What follows belongs to an exercise in optimizing a design on an open flow for small area, a short achievable clock period and few clock cycles per item; a production flow would make more cautious choices. RTL that was checked went through simulation tests only; none was proved equivalent to the original. No functional check of the RTL was part of run 1. Power is estimated from default activity; no workload was simulated.

## flow/design.v (module list and top-level ports; edited modules follow where they fit)
// module MAC: 700 lines
// module eyeriss_conv: 281 lines
module eyeriss_conv (
	input clk,
	input reset,
	input [15:0] act_in,
	input [15:0] filt_in,
	input load_en_wght,
	input load_en_act,
	input start,
	output [47:0] pe_out,
	output logic compute_done,
	output logic load_done
);
  // ...
==> flow/flow/run.sh <==
#!/bin/bash
# The standard ORFS flow, with repair_timing aiming for a larger setup margin
# (the clock period and constraints are unchanged).
set -euo pipefail
MARGIN=$(cat flow/margin.txt)
bash standard.sh SETUP_SLACK_MARGIN=$MARGIN finish > standard.log 2>&1
==> flow/flow/margin.txt <==
6.5
==> flow/standard.sh <==
#!/bin/bash
# synth_recipe.tcl (not shown) runs the flow's synth.tcl, then flattens the netlist and writes it again
# the make line also repeats each setting of config.mk as NAME=value (left out here)
make -C /OpenROAD-flow-scripts/flow DESIGN_CONFIG=/design/flow/config.mk WORK_HOME=/design/flow/orfs CLKGATE_MAP_FILE= SYNTH_SCRIPT=/design/flow/synth_recipe.tcl "${@:-finish}"
==> flow/config.mk <==
export PLATFORM = sky130hd
export DESIGN_NAME = eyeriss_conv
export DESIGN_NICKNAME = eyeriss_conv
export VERILOG_FILES = /design/flow/design.v
export SDC_FILE = /design/flow/constraint.sdc
export NUM_CORES = 4
export LEC_CHECK = 0
export ABC_CLOCK_PERIOD_IN_PS = 3000
export CAP_MARGIN = 20
export CORE_MARGIN = 2
export CORE_UTILIZATION = 45
export SLEW_MARGIN = 20
==> flow/constraint.sdc <==
create_clock -name core_clock -period 10.0 [get_ports {clk}]
set_input_delay 2.0000 -clock core_clock [delete_from_list [all_inputs] [get_ports {clk}]]
set_output_delay 2.0000 -clock core_clock [all_outputs]
set_load 0.01 [all_outputs]
==> flow_metrics.py, run 1 <==
metrics = {
    "yosys": {
        "syn-num-nets": 4190,
        "netlist_area_mm2": 0.0430,
        "syn_inst": 3937,
        "yosysTopAreaCellShare": 0.404,
        "synthAdderAreaFrac": 0.0902,
        "yosysWarnings": 5,
        "synth-compound-area-share": 0.151,
        "synth-main-ff-cell": "dfxtp_1",
        "synth-async-reset-ratio": 0,
        "synth_top_family_by_area": "compound AO/OA/AOI/OAI gates",
        "yosysSeqAreaShare": 0.539,
        "yosys-top-cells-count": "868 x dfxtp_1, 383 x nand2_1, 274 x nor2_1",
    },
    "global_routing": {
        "overflow": 0,
        "grt_pass1_wl_um": 166000,
        "gr-usage-all-layers": 0.216,
        "grtUsageMet3": 0.0306,
    },
    "route": {
        "firstDrtPassIters": 7,
        "ant_nets": 0,
        "via_count": 28800,
    },
    "placed_design": {
        "place_congestion": 0.897,
        "dp.cells": 5090,
    },
    "timing": {
        "final.setup_skew_ps": 45.6,
        "hold_viol_final": 0,
        "fmax_ghz": 0.253,
        "setup_viol": 0,
    },
    "min_path": {
        "whs_path_depth": 0,
    },
    "power": {
        "power_w": 0.0140,
        "powerSeq_w": 0.00504,
        "ir_worst_vdd_uv": 331,
    },
    "clock_tree": {
        "clk_latency_ps": 710,
        "cts_resized": 100,
    },
    "setup_path": {
        "path_buf_inv": 2,
        "worstRegToRegCells": 14,
        "cp-end-kind": "flip-flop",
        "slowest_delay_ps": 560,
        "critPathArrivalTime_ps": 4550,
    },
    "outcome": {
        "status": "finished clean",
    },
    "layout": {
        "largest_register_ffs": 400,
        "drive_gt1_frac": 0.110,
        "multi_input_cells": 2464,
        "multi_input_area_share": 0.378,
        "final_cell_mix": "840 x dfxtp_1, 380 x nand2_1, 272 x nor2_1",
    },
    "job": {
        "cap_violations": 0,
    },
}
==> module eyeriss_conv, before the edit <==
module eyeriss_conv (
	input clk,
	input reset,
	input [15:0] act_in,
	input [15:0] filt_in,
	input load_en_wght,
	input load_en_act,
	input start,
	output [47:0] pe_out,
	output logic compute_done,
	output logic load_done
);
	logic [15:0] act_q, filt_q;
	always_ff @(posedge clk) begin
		act_q <= act_in;
		filt_q <= filt_in;
	end
	logic la_act, lw_act, a_valid, w_valid;
	logic [4:0] lcnt;
	logic lw_fin;
	assign lw_fin = lw_act && lcnt == 5'd9;
	always_ff @(posedge clk) begin
		if (reset) begin
			la_act <= 1'b0;
			lw_act <= 1'b0;
			a_valid <= 1'b0;
			w_valid <= 1'b0;
			load_done <= 1'b0;
			lcnt <= 5'd0;
		end else begin
			load_done <= 1'b0;
			if (load_en_act) begin
				la_act <= 1'b1;
				a_valid <= 1'b0;
				lcnt <= 5'd1;
			end else if (load_en_wght) begin
				lw_act <= 1'b1;
				w_valid <= 1'b0;
				lcnt <= 5'd1;
			end else begin
				lcnt <= lcnt + 5'd1;
				if (la_act) begin
					load_done <= lcnt == 5'd24;
					if (lcnt == 5'd25) begin
						la_act <= 1'b0;
						a_valid <= 1'b1;
					end
				end
				if (lw_act) begin
					load_done <= lcnt == 5'd8;
					if (lcnt == 5'd9) begin
						lw_act <= 1'b0;
						w_valid <= 1'b1;
					end
				end
			end
		end
	end
	logic [15:0] W [0:8];
	always_ff @(posedge clk) begin
		if (lw_act) begin
			W[0] <= filt_q;
			for (int k = 1; k < 9; k++) W[k] <= W[k-1];
		end
	end
	logic [15:0] A [0:24];
	logic [15:0] src;
	logic [4:0] ph;
	assign src = la_act ? act_q : A[24];
	always_ff @(posedge clk) begin
		A[0] <= src;
		for (int k = 1; k < 25; k++) A[k] <= A[k-1];
	end
	always_ff @(posedge clk) begin
		if (la_act && lcnt == 5'd25) ph <= 5'd0;
		else ph <= (ph == 5'd24) ? 5'd0 : ph + 5'd1;
	end
	logic run, live, req;
	logic [5:0] e;
	logic [2:0] rdy, rdy_nx;
	logic ld, awe, afirst, alast, ld_n, awe_n, afirst_n, alast_n;
	logic [2:0] xs0, xs1, xs2, xs0_n, xs1_n, xs2_n;
	logic [1:0] wsel, arow, wsel_n, arow_n;
	logic [3:0] aidx, aidx_n;
	logic restart;
	logic [8:0] awr, ard;	 
	logic [15:0] xn0, xn1, xn2;
	localparam int EMAX = 35;
	always_comb begin
		ld_n = 1'b0; xs0_n = 3'd0; xs1_n = 3'd0; xs2_n = 3'd0; wsel_n = 2'd0;
		awe_n = 1'b0; aidx_n = 4'd0; afirst_n = 1'b0; arow_n = 2'd0; alast_n = 1'b0;
		case (e)
			6'd2: begin ld_n = 1'b1; xs0_n = 3'd0; xs1_n = 3'd0; xs2_n = 3'd0; wsel_n = 2'd0; end
			6'd3: begin ld_n = 1'b1; xs0_n = 3'd0; xs1_n = 3'd0; xs2_n = 3'd0; wsel_n = 2'd0; end
			6'd4: begin ld_n = 1'b1; xs0_n = 3'd0; xs1_n = 3'd0; xs2_n = 3'd0; wsel_n = 2'd0; end
			6'd5: begin awe_n = 1'b1; aidx_n = 4'd0; arow_n = 2'd0; afirst_n = 1'b1; end
			6'd6: begin awe_n = 1'b1; aidx_n = 4'd1; arow_n = 2'd0; afirst_n = 1'b1; end
			6'd7: begin ld_n = 1'b1; xs0_n = 3'd0; xs1_n = 3'd0; xs2_n = 3'd0; wsel_n = 2'd1; awe_n = 1'b1; aidx_n = 4'd2; arow_n = 2'd0; afirst_n = 1'b1; end
			6'd8: begin wsel_n = 2'd0; end
			6'd9: begin ld_n = 1'b1; xs0_n = 3'd1; xs1_n = 3'd1; xs2_n = 3'd1; wsel_n = 2'd1; end
			6'd10: begin wsel_n = 2'd0; awe_n = 1'b1; aidx_n = 4'd0; arow_n = 2'd0; end
			6'd11: begin ld_n = 1'b1; xs0_n = 3'd2; xs1_n = 3'd2; xs2_n = 3'd2; wsel_n = 2'd1; awe_n = 1'b1; aidx_n = 4'd3; arow_n = 2'd1; afirst_n = 1'b1; end
			6'd12: begin wsel_n = 2'd0; awe_n = 1'b1; aidx_n = 4'd1; arow_n = 2'd0; end
			6'd13: begin ld_n = 1'b1; xs0_n = 3'd1; xs1_n = 3'd1; xs2_n = 3'd1; wsel_n = 2'd2; awe_n = 1'b1; aidx_n = 4'd4; arow_n = 2'd1; afirst_n = 1'b1; end
			6'd14: begin wsel_n = 2'd1; awe_n = 1'b1; aidx_n = 4'd2; arow_n = 2'd0; end
			6'd15: begin wsel_n = 2'd0; awe_n = 1'b1; aidx_n = 4'd5; arow_n = 2'd1; afirst_n = 1'b1; end
			6'd16: begin ld_n = 1'b1; xs0_n = 3'd3; xs1_n = 3'd3; xs2_n = 3'd3; wsel_n = 2'd2; awe_n = 1'b1; aidx_n = 4'd0; arow_n = 2'd0; end
			6'd17: begin wsel_n = 2'd1; awe_n = 1'b1; aidx_n = 4'd3; arow_n = 2'd1; end
			6'd18: begin wsel_n = 2'd0; awe_n = 1'b1; aidx_n = 4'd6; arow_n = 2'd2; afirst_n = 1'b1; end
			6'd19: begin ld_n = 1'b1; xs0_n = 3'd4; xs1_n = 3'd4; xs2_n = 3'd4; wsel_n = 2'd2; awe_n = 1'b1; aidx_n = 4'd1; arow_n = 2'd0; end
			6'd20: begin wsel_n = 2'd1; awe_n = 1'b1; aidx_n = 4'd4; arow_n = 2'd1; end
			6'd21: begin wsel_n = 2'd0; awe_n = 1'b1; aidx_n = 4'd7; arow_n = 2'd2; afirst_n = 1'b1; end
			6'd22: begin ld_n = 1'b1; xs0_n = 3'd4; xs1_n = 3'd4; xs2_n = 3'd4; wsel_n = 2'd2; awe_n = 1'b1; aidx_n = 4'd2; arow_n = 2'd0; alast_n = 1'b1; end
			6'd23: begin wsel_n = 2'd1; awe_n = 1'b1; aidx_n = 4'd5; arow_n = 2'd1; end
			6'd24: begin ld_n = 1'b1; xs0_n = 3'd5; xs1_n = 3'd5; xs2_n = 3'd5; wsel_n = 2'd2; awe_n = 1'b1; aidx_n = 4'd8; arow_n = 2'd2; afirst_n = 1'b1; end
			6'd25: begin wsel_n = 2'd1; awe_n = 1'b1; aidx_n = 4'd3; arow_n = 2'd1; end
			6'd26: begin ld_n = 1'b1; xs0_n = 3'd6; xs1_n = 3'd6; xs2_n = 3'd6; wsel_n = 2'd2; awe_n = 1'b1; aidx_n = 4'd6; arow_n = 2'd2; end
			6'd27: begin wsel_n = 2'd1; awe_n = 1'b1; aidx_n = 4'd4; arow_n = 2'd1; end
			6'd28: begin ld_n = 1'b1; xs0_n = 3'd5; xs1_n = 3'd5; xs2_n = 3'd5; wsel_n = 2'd2; awe_n = 1'b1; aidx_n = 4'd7; arow_n = 2'd2; end
			6'd29: begin ld_n = 1'b1; xs0_n = 3'd5; xs1_n = 3'd5; xs2_n = 3'd5; wsel_n = 2'd2; awe_n = 1'b1; aidx_n = 4'd5; arow_n = 2'd1; alast_n = 1'b1; end
			6'd30: begin ld_n = 1'b1; xs0_n = 3'd5; xs1_n = 3'd5; xs2_n = 3'd5; wsel_n = 2'd2; awe_n = 1'b1; aidx_n = 4'd8; arow_n = 2'd2; end
			6'd31: begin awe_n = 1'b1; aidx_n = 4'd6; arow_n = 2'd2; end
			6'd32: begin awe_n = 1'b1; aidx_n = 4'd7; arow_n = 2'd2; end
			6'd33: begin awe_n = 1'b1; aidx_n = 4'd8; arow_n = 2'd2; alast_n = 1'b1; end
			default: ;
		endcase
	end
	always_comb begin
		case (xs0)
			3'd0: xn0 = A[1];
			3'd1: xn0 = A[2];
			3'd2: xn0 = A[3];
			3'd3: xn0 = A[4];
			3'd4: xn0 = A[6];
			3'd5: xn0 = A[7];
			default: xn0 = A[8];
		endcase
	end
	always_comb begin
		case (xs1)
			3'd0: xn1 = A[0];
			3'd1: xn1 = A[1];
			3'd2: xn1 = A[2];
			3'd3: xn1 = A[3];
			3'd4: xn1 = A[5];
			3'd5: xn1 = A[6];
			default: xn1 = A[7];
		endcase
	end
	always_comb begin
		case (xs2)
			3'd0: xn2 = src;
			3'd1: xn2 = A[0];
			3'd2: xn2 = A[1];
			3'd3: xn2 = A[2];
			3'd4: xn2 = A[4];
			3'd5: xn2 = A[5];
			default: xn2 = A[6];
		endcase
	end
	assign restart = load_en_act || (!lw_fin && req && !la_act && ph == 5'd24);
	always_ff @(posedge clk) begin
		if (reset || restart) begin
			ld <= 1'b0; xs0 <= 3'd0; xs1 <= 3'd0; xs2 <= 3'd0; wsel <= 2'd0;
			awe <= 1'b0; aidx <= 4'd0; afirst <= 1'b0; arow <= 2'd0; alast <= 1'b0;
			awr <= 9'd0; ard <= 9'd0;
		end else begin
			for (int n = 0; n < 9; n++) begin
				awr[n] <= awe_n && aidx_n == n;
				ard[n] <= awe_n && !afirst_n && aidx_n == n;
			end
			ld <= ld_n; xs0 <= xs0_n; xs1 <= xs1_n; xs2 <= xs2_n; wsel <= wsel_n;
			awe <= awe_n; aidx <= aidx_n; afirst <= afirst_n; arow <= arow_n; alast <= alast_n;
		end
	end
	always_comb begin
		rdy_nx = rdy;
		if (run && awe && alast && !req) rdy_nx[arow] = 1'b1;
		if (load_en_act || lw_fin) rdy_nx = 3'b000;
	end
	always_ff @(posedge clk) begin
		if (reset) begin
			run <= 1'b0;
			live <= 1'b0;
			req <= 1'b0;
			e <= 6'd0;
			rdy <= 3'b000;
		end else begin
			rdy <= rdy_nx;
			if (run) begin
				e <= e + 6'd1;
				if (e == EMAX) run <= 1'b0;
			end
			if (load_en_act) begin
				run <= w_valid;
				live <= 1'b1;
				e <= 6'd1;
				req <= 1'b0;
			end else if (lw_fin) begin
				req <= a_valid;
			end else if (req && !la_act && ph == 5'd24) begin
				run <= 1'b1;
				live <= 1'b0;
				e <= 6'd1;
				req <= 1'b0;
			end
		end
	end
	function automatic [23:0] booth(input [15:0] w);
		logic [16:0] ww;
		ww = {w, 1'b0};
		for (int m = 0; m < 8; m++) begin
			booth[3*m]   = ww[2*m+1] ^ ww[2*m];
			booth[3*m+1] = (ww[2*m+2] & ~ww[2*m+1] & ~ww[2*m]) | (~ww[2*m+2] & ww[2*m+1] & ww[2*m]);
			booth[3*m+2] = ww[2*m+2];
		end
	endfunction
	logic [15:0] x0, x1, x2;
	logic [23:0] e0, e1, e2;
	always_ff @(posedge clk) begin
		if (ld) begin
			x0 <= xn0;
			x1 <= xn1;
			x2 <= xn2;
		end
		case (wsel)
			2'd0: begin e0 <= booth(W[8]); e1 <= booth(W[7]); e2 <= booth(W[6]); end
			2'd1: begin e0 <= booth(W[5]); e1 <= booth(W[4]); e2 <= booth(W[3]); end
			default: begin e0 <= booth(W[2]); e1 <= booth(W[1]); e2 <= booth(W[0]); end
		endcase
	end
	logic [15:0] dot;
	MAC mac (.clk(clk), .x0(x0), .x1(x1), .x2(x2), .e0(e0), .e1(e1), .e2(e2), .dot(dot));
	logic [15:0] O [0:8];
	logic [15:0] acc_old, acc_new;
	always_comb begin
		acc_old = 16'd0;
		for (int n = 0; n < 9; n++) acc_old = acc_old | ({16{ard[n]}} & O[n]);
	end
	assign acc_new = acc_old + dot;
	always_ff @(posedge clk) begin
		for (int n = 0; n < 9; n++)
			if (run && awr[n]) O[n] <= acc_new;
	end
	logic [1:0] row_cnt, row_disp;
	logic [2:0] rs;	 
	logic pend;
	always_ff @(posedge clk) begin
		if (reset) begin
			row_cnt <= 2'd0;
			row_disp <= 2'd0;
			rs <= 3'b001;
			pend <= 1'b0;
			compute_done <= 1'b0;
		end else if (start) begin
			row_disp <= row_cnt;
			rs <= {row_cnt == 2'd2, row_cnt == 2'd1, row_cnt == 2'd0};
			row_cnt <= (row_cnt == 2'd2) ? 2'd0 : row_cnt + 2'd1;
			compute_done <= rdy_nx[row_cnt];
			pend <= !rdy_nx[row_cnt];
		end else if (pend) begin
			compute_done <= rdy_nx[row_disp];
			pend <= !rdy_nx[row_disp];
		end else begin
			compute_done <= 1'b0;
		end
	end
	logic [2:0] sel;
	logic [47:0] pe_q;
	assign sel = start ? {row_cnt == 2'd2, row_cnt == 2'd1, row_cnt == 2'd0} : rs;
	always_ff @(posedge clk) begin
		for (int i = 0; i < 3; i++) begin
			logic [15:0] v;
			v = 16'd0;
			for (int R = 0; R < 3; R++)
				v = v | ({16{sel[R]}} & ((run && awr[3*R+i]) ? acc_new : O[3*R+i]));
			pe_q[16*i +: 16] <= v;
		end
	end
	assign pe_out = pe_q;
endmodule
==> inputs of run 2 (changes only) <==
--- a/flow/design.v
+++ b/flow/design.v
@@ -1,13 +1,13 @@
 module MAC (
 	input clk,
 	input [15:0] x0, x1, x2,
 	input [23:0] e0, e1, e2,
-	output logic [15:0] dot
+	output logic [15:0] ds, dc
 );
 	wire p1, p2, p3, p4, p5, p6, p7, p8, p9, p10, p11, p12, p13, p14, p15, p16, p17, p18, p19, p20, p21, p22, p23, p24, p25, p26, p27, p28, p29, p30, p31, p32, p33, p34, p35, p36, p37, p38, p39, p40, p41, p42, p43, p44, p45, p46, p47, p48, p49, p50, p51, p52, p53, p54, p55, p56, p57, p58, p59, p60, p61, p62, p63, p64, p65, p66, p67, p68, p69, p70, p71, p72, p73, p74, p75, p76, p77, p78, p79, p80, p81, p82, p83, p84, p85, p86, p87, p88, p89, p90, p91, p92, p93, p94, p95, p96, p97, p98, p99, p100, p101, p102, p103, p104, p105, p106, p107, p108, p109, p110, p111, p112, p113, p114, p115, p116, p117, p118, p119, p120, p121, p122, p123, p124, p125, p126, p127, p128, p129, p130, p131, p132, p133, p134, p135, p136, p137, p138, p139, p140, p141, p142, p143, p144, p145, p146, p147, p148, p149, p150, p151, p152, p153, p154, p155, p156, p157, p158, p159, p160, p161, p162, p163, p164, p165, p166, p167, p168, p169, p170, p171, p172, p173, p174, p175, p176, p177, p178, p179, p180, p181, p182, p183, p184, p185, p186, p187, p188, p189, p190, p191, p192, p193, p194, p195, p196, p197, p198, p199, p200, p201, p202, p203, p204, p205, p206, p207, p208, p209, p210, p211, p212, p213, p214, p215, p216, s217, c218, s219, c220, s221, c222, s223, c224, s225, c226, s227, c228, s229, c230, s231, c232, s233, c234, s235, c236, s237, c238, s239, c240, s241, c242, s243, s245, s247, s249, s251, s253, s255, c256, s257, c258, s259, c260, s261, c262, s263, c264, s265, c266, s267, c268, s269, c270, s271, c272, s273, c274, s275, c276, s277, c278, s279, c280, s281, c282, s283, c284, s285, c286, s287, c288, s289, c290, s291, c292, s293, c294, s295, c296, s297, c298, s299, c300, s301, c302, s303, c304, s305, c306, s307, c308, s309, c310, s311, c312, s313, c314, s315, c316, s317, c318, s319, c320, s321, c322, s323, c324, s325, c326, s327, s329, s331, s333, s335, s337, s339, c340, s341, c342, s343, c344, s345, c346, s347, c348, s349, c350, s351, c352, s353, c354, s355, c356, s357, c358, s359, c360, s361, c362, s363, c364, s365, c366, s367, c368, s369, c370, s371, c372, s373, c374, s375, c376, s377, c378, s379, c380, s381, c382, s383, c384, s385, c386, s387, c388, s389, c390, s391, c392, s393, c394, s395, c396, s397, c398, s399, c400, s401, c402, s403, c404, s405, c406, s407, c408, s409, c410, s411, c412, s413, c414, s415, s417, s419, s421, s423, c424, s425, c426, s427, c428, s429, c430, s431, c432, s433, c434, s435, c436, s437, c438, s439, c440, s441, c442, s443, c444, s445, c446, s447, c448, s449, c450, s451, c452, s453, c454, s455, c456, s457, c458, s459, c460, s461, c462, s463, c464, s465, c466, s467, c468, s469, c470, s471, c472, s473, c474, s475, c476, s477, c478, s479, c480, s481, c482, s483, c484, s485, c486, s487, c488, s489, c490, s491, c492, s493, s495, s497, s499, c500, s501, c502, s503, c504, s505, c506, s507, c508, s509, c510, s511, c512, s513, c514, s515, c516, s517, c518, s519, c520, s521, c522, s523, c524, s525, c526, s527, c528, s529, c530, s531, c532, s533, c534, s535, c536, s537, c538, s539, c540, s541, c542, s543, c544, s545, c546, s547, c548, s549, c550, s551, s553, s555, c556, s557, c558, s559, c560, s561, c562, s563, c564, s565, c566, s567, c568, s569, c570, s571, c572, s573, c574, s575, c576, s577, c578, s579, c580, s581, c582, s583, c584, s585, s587, c588, s589, c590, s591, c592, s593, c594, s595, c596, s597, c598, s599, c600, s601, c602, s603, c604, s605, c606, s607, c608, s609, c610, s611, c612, s613, c614, s615, c616, s617;
 	logic ra0, ra1, ra2, ra3, ra4, ra5, ra6, ra7, ra8, ra9, ra10, ra11, ra12, ra13, ra14, ra15, ra16, ra17, ra18, ra19, ra20, ra21, ra22, ra23, ra24, ra25, ra26, ra27, ra28, ra29, ra30, ra31, ra32, ra33, ra34, ra35, ra36, ra37, ra38, ra39, ra40, ra41, ra42, ra43, ra44, ra45, ra46, ra47, ra48, ra49, ra50, ra51, ra52, ra53, ra54, ra55, ra56, ra57, ra58, ra59, ra60, ra61, ra62, ra63, ra64, ra65, ra66, ra67, ra68, ra69, ra70, ra71, ra72, ra73, ra74, ra75, ra76, ra77, ra78, ra79, ra80, ra81, ra82, ra83, ra84, ra85, ra86, ra87, ra88, ra89, ra90, ra91, ra92;
 	assign p1 = (e0[0] & x0[0]) ^ e0[2];
 	assign p2 = ((e0[0] & x0[1]) | (e0[1] & x0[0])) ^ e0[2];
 	assign p3 = ((e0[0] & x0[2]) | (e0[1] & x0[1])) ^ e0[2];
 	assign p4 = ((e0[0] & x0[3]) | (e0[1] & x0[2])) ^ e0[2];
 	assign p5 = ((e0[0] & x0[4]) | (e0[1] & x0[3])) ^ e0[2];
@@ -690,17 +690,18 @@
 		ra85 <= c484;
 		ra86 <= c486;
 		ra87 <= s493;
 		ra88 <= s495;
 		ra89 <= s497;
 		ra90 <= c488;
 		ra91 <= c490;
 		ra92 <= c492;
-		dot <= {s617, s615, s613, s611, s609, s607, s605, s603, s601, s599, s597, s595, s593, s591, s589, s587} + {c616, c614, c612, c610, c608, c606, c604, c602, c600, c598, c596, c594, c592, c590, c588, ra5};
+		ds <= {s617, s615, s613, s611, s609, s607, s605, s603, s601, s599, s597, s595, s593, s591, s589, s587};
+		dc <= {c616, c614, c612, c610, c608, c606, c604, c602, c600, c598, c596, c594, c592, c590, c588, ra5};
 	end
 endmodule
 module eyeriss_conv (
 	input clk,
 	input reset,
 	input [15:0] act_in,
 	input [15:0] filt_in,
 	input load_en_wght,
@@ -773,60 +774,60 @@
 	end
 	always_ff @(posedge clk) begin
 		if (la_act && lcnt == 5'd25) ph <= 5'd0;
 		else ph <= (ph == 5'd24) ? 5'd0 : ph + 5'd1;
 	end
 	logic run, live, req;
 	logic [5:0] e;
 	logic [2:0] rdy, rdy_nx;
-	logic ld, awe, afirst, alast, ld_n, awe_n, afirst_n, alast_n;
-	logic [2:0] xs0, xs1, xs2, xs0_n, xs1_n, xs2_n;
-	logic [1:0] wsel, arow, wsel_n, arow_n;
-	logic [3:0] aidx, aidx_n;
+	logic ld, awe, afirst, alast, ld_n, awe_n, afirst_n, alast_n, p_ld, p_awe, p_afirst, p_alast;
+	logic [2:0] xs0, xs1, xs2, xs0_n, xs1_n, xs2_n, p_xs0, p_xs1, p_xs2;
+	logic [1:0] wsel, arow, wsel_n, arow_n, p_wsel, p_arow;
+	logic [3:0] aidx, aidx_n, p_aidx;
 	logic restart;
-	logic [8:0] awr, ard;	 
+	logic [8:0] awr;	 
 	logic [15:0] xn0, xn1, xn2;
 	localparam int EMAX = 35;
 	always_comb begin
 		ld_n = 1'b0; xs0_n = 3'd0; xs1_n = 3'd0; xs2_n = 3'd0; wsel_n = 2'd0;
 		awe_n = 1'b0; aidx_n = 4'd0; afirst_n = 1'b0; arow_n = 2'd0; alast_n = 1'b0;
 		case (e)
+			6'd1: begin ld_n = 1'b1; xs0_n = 3'd0; xs1_n = 3'd0; xs2_n = 3'd0; wsel_n = 2'd0; end
 			6'd2: begin ld_n = 1'b1; xs0_n = 3'd0; xs1_n = 3'd0; xs2_n = 3'd0; wsel_n = 2'd0; end
 			6'd3: begin ld_n = 1'b1; xs0_n = 3'd0; xs1_n = 3'd0; xs2_n = 3'd0; wsel_n = 2'd0; end
-			6'd4: begin ld_n = 1'b1; xs0_n = 3'd0; xs1_n = 3'd0; xs2_n = 3'd0; wsel_n = 2'd0; end
-			6'd5: begin awe_n = 1'b1; aidx_n = 4'd0; arow_n = 2'd0; afirst_n = 1'b1; end
-			6'd6: begin awe_n = 1'b1; aidx_n = 4'd1; arow_n = 2'd0; afirst_n = 1'b1; end
-			6'd7: begin ld_n = 1'b1; xs0_n = 3'd0; xs1_n = 3'd0; xs2_n = 3'd0; wsel_n = 2'd1; awe_n = 1'b1; aidx_n = 4'd2; arow_n = 2'd0; afirst_n = 1'b1; end
-			6'd8: begin wsel_n = 2'd0; end
-			6'd9: begin ld_n = 1'b1; xs0_n = 3'd1; xs1_n = 3'd1; xs2_n = 3'd1; wsel_n = 2'd1; end
-			6'd10: begin wsel_n = 2'd0; awe_n = 1'b1; aidx_n = 4'd0; arow_n = 2'd0; end
-			6'd11: begin ld_n = 1'b1; xs0_n = 3'd2; xs1_n = 3'd2; xs2_n = 3'd2; wsel_n = 2'd1; awe_n = 1'b1; aidx_n = 4'd3; arow_n = 2'd1; afirst_n = 1'b1; end
-			6'd12: begin wsel_n = 2'd0; awe_n = 1'b1; aidx_n = 4'd1; arow_n = 2'd0; end
-			6'd13: begin ld_n = 1'b1; xs0_n = 3'd1; xs1_n = 3'd1; xs2_n = 3'd1; wsel_n = 2'd2; awe_n = 1'b1; aidx_n = 4'd4; arow_n = 2'd1; afirst_n = 1'b1; end
-			6'd14: begin wsel_n = 2'd1; awe_n = 1'b1; aidx_n = 4'd2; arow_n = 2'd0; end
-			6'd15: begin wsel_n = 2'd0; awe_n = 1'b1; aidx_n = 4'd5; arow_n = 2'd1; afirst_n = 1'b1; end
-			6'd16: begin ld_n = 1'b1; xs0_n = 3'd3; xs1_n = 3'd3; xs2_n = 3'd3; wsel_n = 2'd2; awe_n = 1'b1; aidx_n = 4'd0; arow_n = 2'd0; end
-			6'd17: begin wsel_n = 2'd1; awe_n = 1'b1; aidx_n = 4'd3; arow_n = 2'd1; end
-			6'd18: begin wsel_n = 2'd0; awe_n = 1'b1; aidx_n = 4'd6; arow_n = 2'd2; afirst_n = 1'b1; end
-			6'd19: begin ld_n = 1'b1; xs0_n = 3'd4; xs1_n = 3'd4; xs2_n = 3'd4; wsel_n = 2'd2; awe_n = 1'b1; aidx_n = 4'd1; arow_n = 2'd0; end
-			6'd20: begin wsel_n = 2'd1; awe_n = 1'b1; aidx_n = 4'd4; arow_n = 2'd1; end
-			6'd21: begin wsel_n = 2'd0; awe_n = 1'b1; aidx_n = 4'd7; arow_n = 2'd2; afirst_n = 1'b1; end
-			6'd22: begin ld_n = 1'b1; xs0_n = 3'd4; xs1_n = 3'd4; xs2_n = 3'd4; wsel_n = 2'd2; awe_n = 1'b1; aidx_n = 4'd2; arow_n = 2'd0; alast_n = 1'b1; end
-			6'd23: begin wsel_n = 2'd1; awe_n = 1'b1; aidx_n = 4'd5; arow_n = 2'd1; end
-			6'd24: begin ld_n = 1'b1; xs0_n = 3'd5; xs1_n = 3'd5; xs2_n = 3'd5; wsel_n = 2'd2; awe_n = 1'b1; aidx_n = 4'd8; arow_n = 2'd2; afirst_n = 1'b1; end
-			6'd25: begin wsel_n = 2'd1; awe_n = 1'b1; aidx_n = 4'd3; arow_n = 2'd1; end
-			6'd26: begin ld_n = 1'b1; xs0_n = 3'd6; xs1_n = 3'd6; xs2_n = 3'd6; wsel_n = 2'd2; awe_n = 1'b1; aidx_n = 4'd6; arow_n = 2'd2; end
-			6'd27: begin wsel_n = 2'd1; awe_n = 1'b1; aidx_n = 4'd4; arow_n = 2'd1; end
-			6'd28: begin ld_n = 1'b1; xs0_n = 3'd5; xs1_n = 3'd5; xs2_n = 3'd5; wsel_n = 2'd2; awe_n = 1'b1; aidx_n = 4'd7; arow_n = 2'd2; end
-			6'd29: begin ld_n = 1'b1; xs0_n = 3'd5; xs1_n = 3'd5; xs2_n = 3'd5; wsel_n = 2'd2; awe_n = 1'b1; aidx_n = 4'd5; arow_n = 2'd1; alast_n = 1'b1; end
-			6'd30: begin ld_n = 1'b1; xs0_n = 3'd5; xs1_n = 3'd5; xs2_n = 3'd5; wsel_n = 2'd2; awe_n = 1'b1; aidx_n = 4'd8; arow_n = 2'd2; end
-			6'd31: begin awe_n = 1'b1; aidx_n = 4'd6; arow_n = 2'd2; end
-			6'd32: begin awe_n = 1'b1; aidx_n = 4'd7; arow_n = 2'd2; end
-			6'd33: begin awe_n = 1'b1; aidx_n = 4'd8; arow_n = 2'd2; alast_n = 1'b1; end
+			6'd4: begin awe_n = 1'b1; aidx_n = 4'd0; arow_n = 2'd0; afirst_n = 1'b1; end
+			6'd5: begin awe_n = 1'b1; aidx_n = 4'd1; arow_n = 2'd0; afirst_n = 1'b1; end
+			6'd6: begin ld_n = 1'b1; xs0_n = 3'd0; xs1_n = 3'd0; xs2_n = 3'd0; wsel_n = 2'd1; awe_n = 1'b1; aidx_n = 4'd2; arow_n = 2'd0; afirst_n = 1'b1; end
+			6'd7: begin wsel_n = 2'd0; end
+			6'd8: begin ld_n = 1'b1; xs0_n = 3'd1; xs1_n = 3'd1; xs2_n = 3'd1; wsel_n = 2'd1; end
+			6'd9: begin wsel_n = 2'd0; awe_n = 1'b1; aidx_n = 4'd0; arow_n = 2'd0; end
+			6'd10: begin ld_n = 1'b1; xs0_n = 3'd2; xs1_n = 3'd2; xs2_n = 3'd2; wsel_n = 2'd1; awe_n = 1'b1; aidx_n = 4'd3; arow_n = 2'd1; afirst_n = 1'b1; end
+			6'd11: begin wsel_n = 2'd0; awe_n = 1'b1; aidx_n = 4'd1; arow_n = 2'd0; end
+			6'd12: begin ld_n = 1'b1; xs0_n = 3'd1; xs1_n = 3'd1; xs2_n = 3'd1; wsel_n = 2'd2; awe_n = 1'b1; aidx_n = 4'd4; arow_n = 2'd1; afirst_n = 1'b1; end
+			6'd13: begin wsel_n = 2'd1; awe_n = 1'b1; aidx_n = 4'd2; arow_n = 2'd0; end
+			6'd14: begin wsel_n = 2'd0; awe_n = 1'b1; aidx_n = 4'd5; arow_n = 2'd1; afirst_n = 1'b1; end
+			6'd15: begin ld_n = 1'b1; xs0_n = 3'd3; xs1_n = 3'd3; xs2_n = 3'd3; wsel_n = 2'd2; awe_n = 1'b1; aidx_n = 4'd0; arow_n = 2'd0; end
+			6'd16: begin wsel_n = 2'd1; awe_n = 1'b1; aidx_n = 4'd3; arow_n = 2'd1; end
+			6'd17: begin wsel_n = 2'd0; awe_n = 1'b1; aidx_n = 4'd6; arow_n = 2'd2; afirst_n = 1'b1; end
+			6'd18: begin ld_n = 1'b1; xs0_n = 3'd4; xs1_n = 3'd4; xs2_n = 3'd4; wsel_n = 2'd2; awe_n = 1'b1; aidx_n = 4'd1; arow_n = 2'd0; end
+			6'd19: begin wsel_n = 2'd1; awe_n = 1'b1; aidx_n = 4'd4; arow_n = 2'd1; end
+			6'd20: begin wsel_n = 2'd0; awe_n = 1'b1; aidx_n = 4'd7; arow_n = 2'd2; afirst_n = 1'b1; end
+			6'd21: begin ld_n = 1'b1; xs0_n = 3'd4; xs1_n = 3'd4; xs2_n = 3'd4; wsel_n = 2'd2; awe_n = 1'b1; aidx_n = 4'd2; arow_n = 2'd0; alast_n = 1'b1; end
+			6'd22: begin wsel_n = 2'd1; awe_n = 1'b1; aidx_n = 4'd5; arow_n = 2'd1; end
+			6'd23: begin ld_n = 1'b1; xs0_n = 3'd5; xs1_n = 3'd5; xs2_n = 3'd5; wsel_n = 2'd2; awe_n = 1'b1; aidx_n = 4'd8; arow_n = 2'd2; afirst_n = 1'b1; end
+			6'd24: begin wsel_n = 2'd1; awe_n = 1'b1; aidx_n = 4'd3; arow_n = 2'd1; end
+			6'd25: begin ld_n = 1'b1; xs0_n = 3'd6; xs1_n = 3'd6; xs2_n = 3'd6; wsel_n = 2'd2; awe_n = 1'b1; aidx_n = 4'd6; arow_n = 2'd2; end
+			6'd26: begin wsel_n = 2'd1; awe_n = 1'b1; aidx_n = 4'd4; arow_n = 2'd1; end
+			6'd27: begin ld_n = 1'b1; xs0_n = 3'd5; xs1_n = 3'd5; xs2_n = 3'd5; wsel_n = 2'd2; awe_n = 1'b1; aidx_n = 4'd7; arow_n = 2'd2; end
+			6'd28: begin ld_n = 1'b1; xs0_n = 3'd5; xs1_n = 3'd5; xs2_n = 3'd5; wsel_n = 2'd2; awe_n = 1'b1; aidx_n = 4'd5; arow_n = 2'd1; alast_n = 1'b1; end
+			6'd29: begin ld_n = 1'b1; xs0_n = 3'd5; xs1_n = 3'd5; xs2_n = 3'd5; wsel_n = 2'd2; awe_n = 1'b1; aidx_n = 4'd8; arow_n = 2'd2; end
+			6'd30: begin awe_n = 1'b1; aidx_n = 4'd6; arow_n = 2'd2; end
+			6'd31: begin awe_n = 1'b1; aidx_n = 4'd7; arow_n = 2'd2; end
+			6'd32: begin awe_n = 1'b1; aidx_n = 4'd8; arow_n = 2'd2; alast_n = 1'b1; end
 			default: ;
 		endcase
 	end
 	always_comb begin
 		case (xs0)
 			3'd0: xn0 = A[1];
 			3'd1: xn0 = A[2];
 			3'd2: xn0 = A[3];
@@ -856,26 +857,27 @@
 			3'd4: xn2 = A[4];
 			3'd5: xn2 = A[5];
 			default: xn2 = A[6];
 		endcase
 	end
 	assign restart = load_en_act || (!lw_fin && req && !la_act && ph == 5'd24);
 	always_ff @(posedge clk) begin
 		if (reset || restart) begin
+			p_ld <= 1'b0; p_xs0 <= 3'd0; p_xs1 <= 3'd0; p_xs2 <= 3'd0; p_wsel <= 2'd0;
+			p_awe <= 1'b0; p_aidx <= 4'd0; p_afirst <= 1'b0; p_arow <= 2'd0; p_alast <= 1'b0;
 			ld <= 1'b0; xs0 <= 3'd0; xs1 <= 3'd0; xs2 <= 3'd0; wsel <= 2'd0;
 			awe <= 1'b0; aidx <= 4'd0; afirst <= 1'b0; arow <= 2'd0; alast <= 1'b0;
-			awr <= 9'd0; ard <= 9'd0;
+			awr <= 9'd0;
 		end else begin
-			for (int n = 0; n < 9; n++) begin
-				awr[n] <= awe_n && aidx_n == n;
-				ard[n] <= awe_n && !afirst_n && aidx_n == n;
-			end
-			ld <= ld_n; xs0 <= xs0_n; xs1 <= xs1_n; xs2 <= xs2_n; wsel <= wsel_n;
-			awe <= awe_n; aidx <= aidx_n; afirst <= afirst_n; arow <= arow_n; alast <= alast_n;
+			p_ld <= ld_n; p_xs0 <= xs0_n; p_xs1 <= xs1_n; p_xs2 <= xs2_n; p_wsel <= wsel_n;
+			p_awe <= awe_n; p_aidx <= aidx_n; p_afirst <= afirst_n; p_arow <= arow_n; p_alast <= alast_n;
+			ld <= p_ld; xs0 <= p_xs0; xs1 <= p_xs1; xs2 <= p_xs2; wsel <= p_wsel;
+			awe <= p_awe; aidx <= p_aidx; afirst <= p_afirst; arow <= p_arow; alast <= p_alast;
+			for (int n = 0; n < 9; n++) awr[n] <= p_awe && p_aidx == n;
 		end
 	end
 	always_comb begin
 		rdy_nx = rdy;
 		if (run && awe && alast && !req) rdy_nx[arow] = 1'b1;
 		if (load_en_act || lw_fin) rdy_nx = 3'b000;
 	end
 	always_ff @(posedge clk) begin
@@ -924,25 +926,28 @@
 			x2 <= xn2;
 		end
 		case (wsel)
 			2'd0: begin e0 <= booth(W[8]); e1 <= booth(W[7]); e2 <= booth(W[6]); end
 			2'd1: begin e0 <= booth(W[5]); e1 <= booth(W[4]); e2 <= booth(W[3]); end
 			default: begin e0 <= booth(W[2]); e1 <= booth(W[1]); e2 <= booth(W[0]); end
 		endcase
 	end
-	logic [15:0] dot;
-	MAC mac (.clk(clk), .x0(x0), .x1(x1), .x2(x2), .e0(e0), .e1(e1), .e2(e2), .dot(dot));
+	logic [15:0] ds, dc;
+	MAC mac (.clk(clk), .x0(x0), .x1(x1), .x2(x2), .e0(e0), .e1(e1), .e2(e2), .ds(ds), .dc(dc));
 	logic [15:0] O [0:8];
-	logic [15:0] acc_old, acc_new;
-	always_comb begin
-		acc_old = 16'd0;
-		for (int n = 0; n < 9; n++) acc_old = acc_old | ({16{ard[n]}} & O[n]);
+	logic [15:0] acc_pre, acc_new;
+	always_ff @(posedge clk) begin
+		logic [15:0] v;
+		v = 16'd0;
+		for (int n = 0; n < 9; n++)
+			v = v | ({16{p_awe && !p_afirst && p_aidx == n}} & O[n]);
+		acc_pre <= v;
 	end
-	assign acc_new = acc_old + dot;
+	assign acc_new = acc_pre + ds + dc;
 	always_ff @(posedge clk) begin
 		for (int n = 0; n < 9; n++)
 			if (run && awr[n]) O[n] <= acc_new;
 	end
 	logic [1:0] row_cnt, row_disp;
 	logic [2:0] rs;	 
 	logic pend;
 	always_ff @(posedge clk) begin
==> flow/flow/run.sh (replaced) <==
#!/bin/bash
# The standard ORFS flow with two changes to how the layout is made (the clock
# period and constraints are unchanged):
#  - repair_timing aims for the setup margin in flow/margin.txt;
#  - ports are buffered with buf_4 instead of the default buffer cell.
set -euo pipefail
MARGIN=$(cat flow/margin.txt)
bash standard.sh SETUP_SLACK_MARGIN=$MARGIN "BUFFER_PORTS_ARGS=-buffer_cell sky130_fd_sc_hd__buf_4" finish > standard.log 2>&1
==> flow/flow/margin.txt (replaced) <==
6.7
==> flow_metrics.py, run 2 <==
metrics = {
    "min_path": {
        "hold_path_class": "reg2reg",
    },
    "yosys": {
        "avgSynthCellArea_um2": 11.2,
        "synth-main-ff-cell": "dfxtp_1",
        "yosysSeqAreaShare": 0.549,
        "yosysTopAreaCell": "dfxtp_1",
        "synth_edf_count": 192,
        "netlist_area_mm2": 0.0436,
        "syn_inst": 3899,
        "yosysWarnings": 5,
        "yosys-top-cells-count": "906 x dfxtp_1, 373 x nand2_1, 259 x a22oi_1",
        "yosysMostFrequentCell": "dfxtp_1",
        "syn-num-nets": 4149,
        "synth-async-reset-ratio": 0,
        "synth_cell_type_count": 83,
        "synth_seq_cells": 1098,
        "yosysTopAreaCellShare": 0.416,
        "synth.area.top_cells": "dfxtp_1 42%, edfxtp_1 13%, fa_1 7.8%",
    },
    "power": {
        "ir_worst_vdd_uv": 165,
        "p_comb_frac": 0.245,
        "p_leak_nw": 18.9,
        "clock_power_share": 0.340,
        "switching_share": 0.310,
        "power_density_mw_per_mm2": 251,
        "switchingPower_w": 0.00389,
        "power_w": 0.0126,
        "p_int_w": 0.00866,
        "p_seq_frac": 0.415,
    },
    "timing": {
        "maxSlewViolCount": 0,
        "holdWs_ps": 318,
        "fmax_ghz": 0.302,
        "rsz0062_at_grt": "yes",
        "finalCritPeriodShare": 0.331,
        "setup_viol": 0,
        "hold_viol_final": 0,
        "slew_headroom": 0.183,
        "tightestPinTransition_ps": 1220,
        "final.setup_skew_ps": 26.6,
        "fin_crit_ps": 3310,
        "tns_ps": 0,
    },
    "layout": {
        "multi_input_area_mm2": 0.0186,
        "final_cell_mix": "874 x dfxtp_1, 372 x nand2_1, 240 x a22oi_1",
        "drive_gt1_frac": 0.135,
        "largest_register_ffs": 400,
        "seq_area_mm2": 0.0240,
        "mostFrequentLayoutCell": "dfxtp_1",
        "areaGrowthSynthToFinish_pct": 14.6,
        "num-fill-cells": 8501,
        "n_antenna_cell": 0,
        "reg_top3": "A x400, O x144, W x144",
        "num-nets-final": 4213,
        "top_register": "A",
    },
    "clock_tree": {
        "clock_sinks": 1098,
        "h-tree-depth": 3,
        "clockBufferDepth": 3,
        "clk_latency_ps": 700,
        "cts-root-buf": "clkbuf_16",
        "cts_buffers": 111,
        "cts_tree": "built",
        "path_clk_slew_ps": 70,
    },
    "global_routing": {
        "gr-usage-all-layers": 0.221,
        "grt_antenna_before_repair": 1,
        "overflow": 0,
        "grt_pass1_vias": 28500,
        "grt_pass1_wl_um": 170000,
        "grt_max_degree": 92,
    },
    "setup_path": {
        "crit_type": "reg2reg",
        "path_common_cell": "fa_1",
        "crit_required_ps": 10580,
        "timing.rr.start": "x0[6]",
        "crit_cells": 10,
        "crit_family": "adder cells",
        "slowest_delay_ps": 540,
        "worstRegToRegCells": 10,
        "cp-end-kind": "flip-flop",
        "cp_slowest_cell": "fa_1",
        "crit_chain": "buf_4 > a22oi_2 > xor2_2 > fa_1 > inv_2 > fa_1 > inv_1 > fa_1 > inv_1 > fa_1",
        "cp_max_fo": 8,
        "critPathLaunchType": "flip-flop",
        "path_buf_inv": 4,
        "critPathArrivalTime_ps": 3890,
        "critPathCapture": "mac.ra75",
        "reg2reg_slack_ps": 6690,
        "r2r_end": "mac.ra75",
        "worstSetupStartpoint": "x0[6]",
    },
    "placed_design": {
        "hpwl_um": 73800,
        "place_congestion": 0.920,
        "portBuffers": 86,
    },
    "route": {
        "via_count": 29500,
        "firstDrtPassIters": 8,
        "routed_wl_um": 111000,
        "detailedRoute.firstIterationViolations": 2580,
        "avgRoutedWirePerCell_um": 20.8,
        "ant_nets": 0,
        "drt-vias-per-instance": 5.53,
        "drc_errors": 0,
    },
    "die": {
        "num_io_pins": 87,
        "rows": 114,
        "initial_core_util": 0.452,
        "design.core.area_mm2": 0.0963,
        "die_x_um": 315,
        "die-area_mm2": 0.0993,
        "die_h_um": 315,
    },
    "outcome": {
        "status": "finished clean",
    },
    "job": {
        "cap_violations": 0,
    },
}
run 2: cells by family (layout without fill, tap and decap cells):
family          count (synthesis)  after routing  share of synthesized area
mux                           158            158                     0.0395
fa+ha+maj                     213            213                     0.0905
buf+inv                       368            524                     0.0324
xor+xnor                      345            346                     0.0694
compound gates                955            956                      0.145
flops                        1098           1098                      0.549
simple gates                  762            763                     0.0749
run 2: cell type report:
type | count | share of cell area
tap | 1276 | 0.0320
multi-input combinational | 2436 | 0.373
clock buffer | 158 | 0.0657
inverter | 132 | 0.0100
clock inverter | 50 | 0.0116
sequential | 1098 | 0.480
timing repair buffer | 184 | 0.0282
run 2: routing by layer:
layer  vias up  global-route usage  part of all wire
li1      13800                   -                 -
met1     14300               0.306              0.44
met2      1146               0.349              0.45
met3       238              0.0389             0.071
met4         0              0.0745             0.032
met5         -                   0                 0
run 2: worst min path at each step:
stage              start   endpoint  slack [ps]  cells after the start
2_1_floorplan    A[9][0]   A[10][0]         310                      0
3_3_place_gp    A[16][8]   A[17][8]         310                      0
3_5_place_dp    A[12][3]   A[13][3]         310                      0
4_1_cts        A[17][13]  A[18][13]         320                      0
5_1_grt         A[20][9]   A[21][9]         330                      0
6_report       A[13][13]  A[14][13]         320                      0
run 2: power by group through the flow:
stage          registers (W)  logic (W)  clock network (W)
2_1_floorplan        0.00521    0.00201                  0
3_3_place_gp         0.00530    0.00272                  0
3_5_place_dp         0.00531    0.00276                  0
4_1_cts              0.00521    0.00285            0.00436
5_1_grt              0.00526    0.00346            0.00454
6_report             0.00521    0.00308            0.00426
run 2: worst reg2reg max path, cell delays in order (launching register included):
cell and delay [ps]:
edfxtp_1 530, buf_4 210, a22oi_2 170, xor2_2 110
fa_1 540, inv_2 60, fa_1 500, inv_1 60
fa_1 540, inv_1 50, fa_1 430
run 2: stage by stage:
stage / cell area [µm²] / std cells / utilization / setup WS [ps]
2_1_floorplan: 43600 / 3899 / - / 6700
3_3_place_gp: 45300 / 5072 / 0.471 / 6130
3_5_place_dp: 45300 / 5072 / 0.471 / 6080
4_1_cts: 49400 / 5297 / 0.513 / 6700
5_1_grt: 49900 / 5334 / 0.519 / 6570
6_report: 49900 / 5334 / 0.519 / 6690
run 2: repair_timing:
action / CTS / global route
gates resized for setup: 24 / 53
endpoints found under the hold margin: 0 / 0
endpoints found under the setup margin: 55 / 47
setup buffers: 17 / 33
pin swaps: 2 / 35
gates cloned: 0 / 3
hold buffers: 0 / 0
Testbench counts of run 2, summed over its fixed seeds: cycles 7,922, rows 576.

## re-timing with driven ports
How much do the figures lean on ideal ports? The routed layouts below were timed once more, with nothing changed but the port constraints. Step 1 sets driving cells, clkbuf_16 on the clock port and buf_2 on the other inputs (assumed; they add their load-dependent delay and slew). Step 2 adds t to the input delays and takes it off the output delays; t is the mean of the earliest and latest rising clock arrival at the registers after step 1. Input paths then give back, and output paths get back, about the clock's delay inside the block. Slacks: ideal / step 1 / step 2; pairs: ideal / step 1.
run	t, ns	slack for setup (ns)	worst register clock-pin slew, ns	worst data-port slew with drivers (ns)	cell pins on the clock port's net
run 1	0.765	6.053 / 6.053 / 5.921	0.07 / 0.07	0.04	1
run 2	0.764	6.694 / 6.682 / 6.152	0.07 / 0.07	0.08	1
After both steps every run listed still meets setup and hold. For run 2, which loses most, drivers alone change the setup slack by -0.012 ns; drivers and shift together by -0.542 ns.
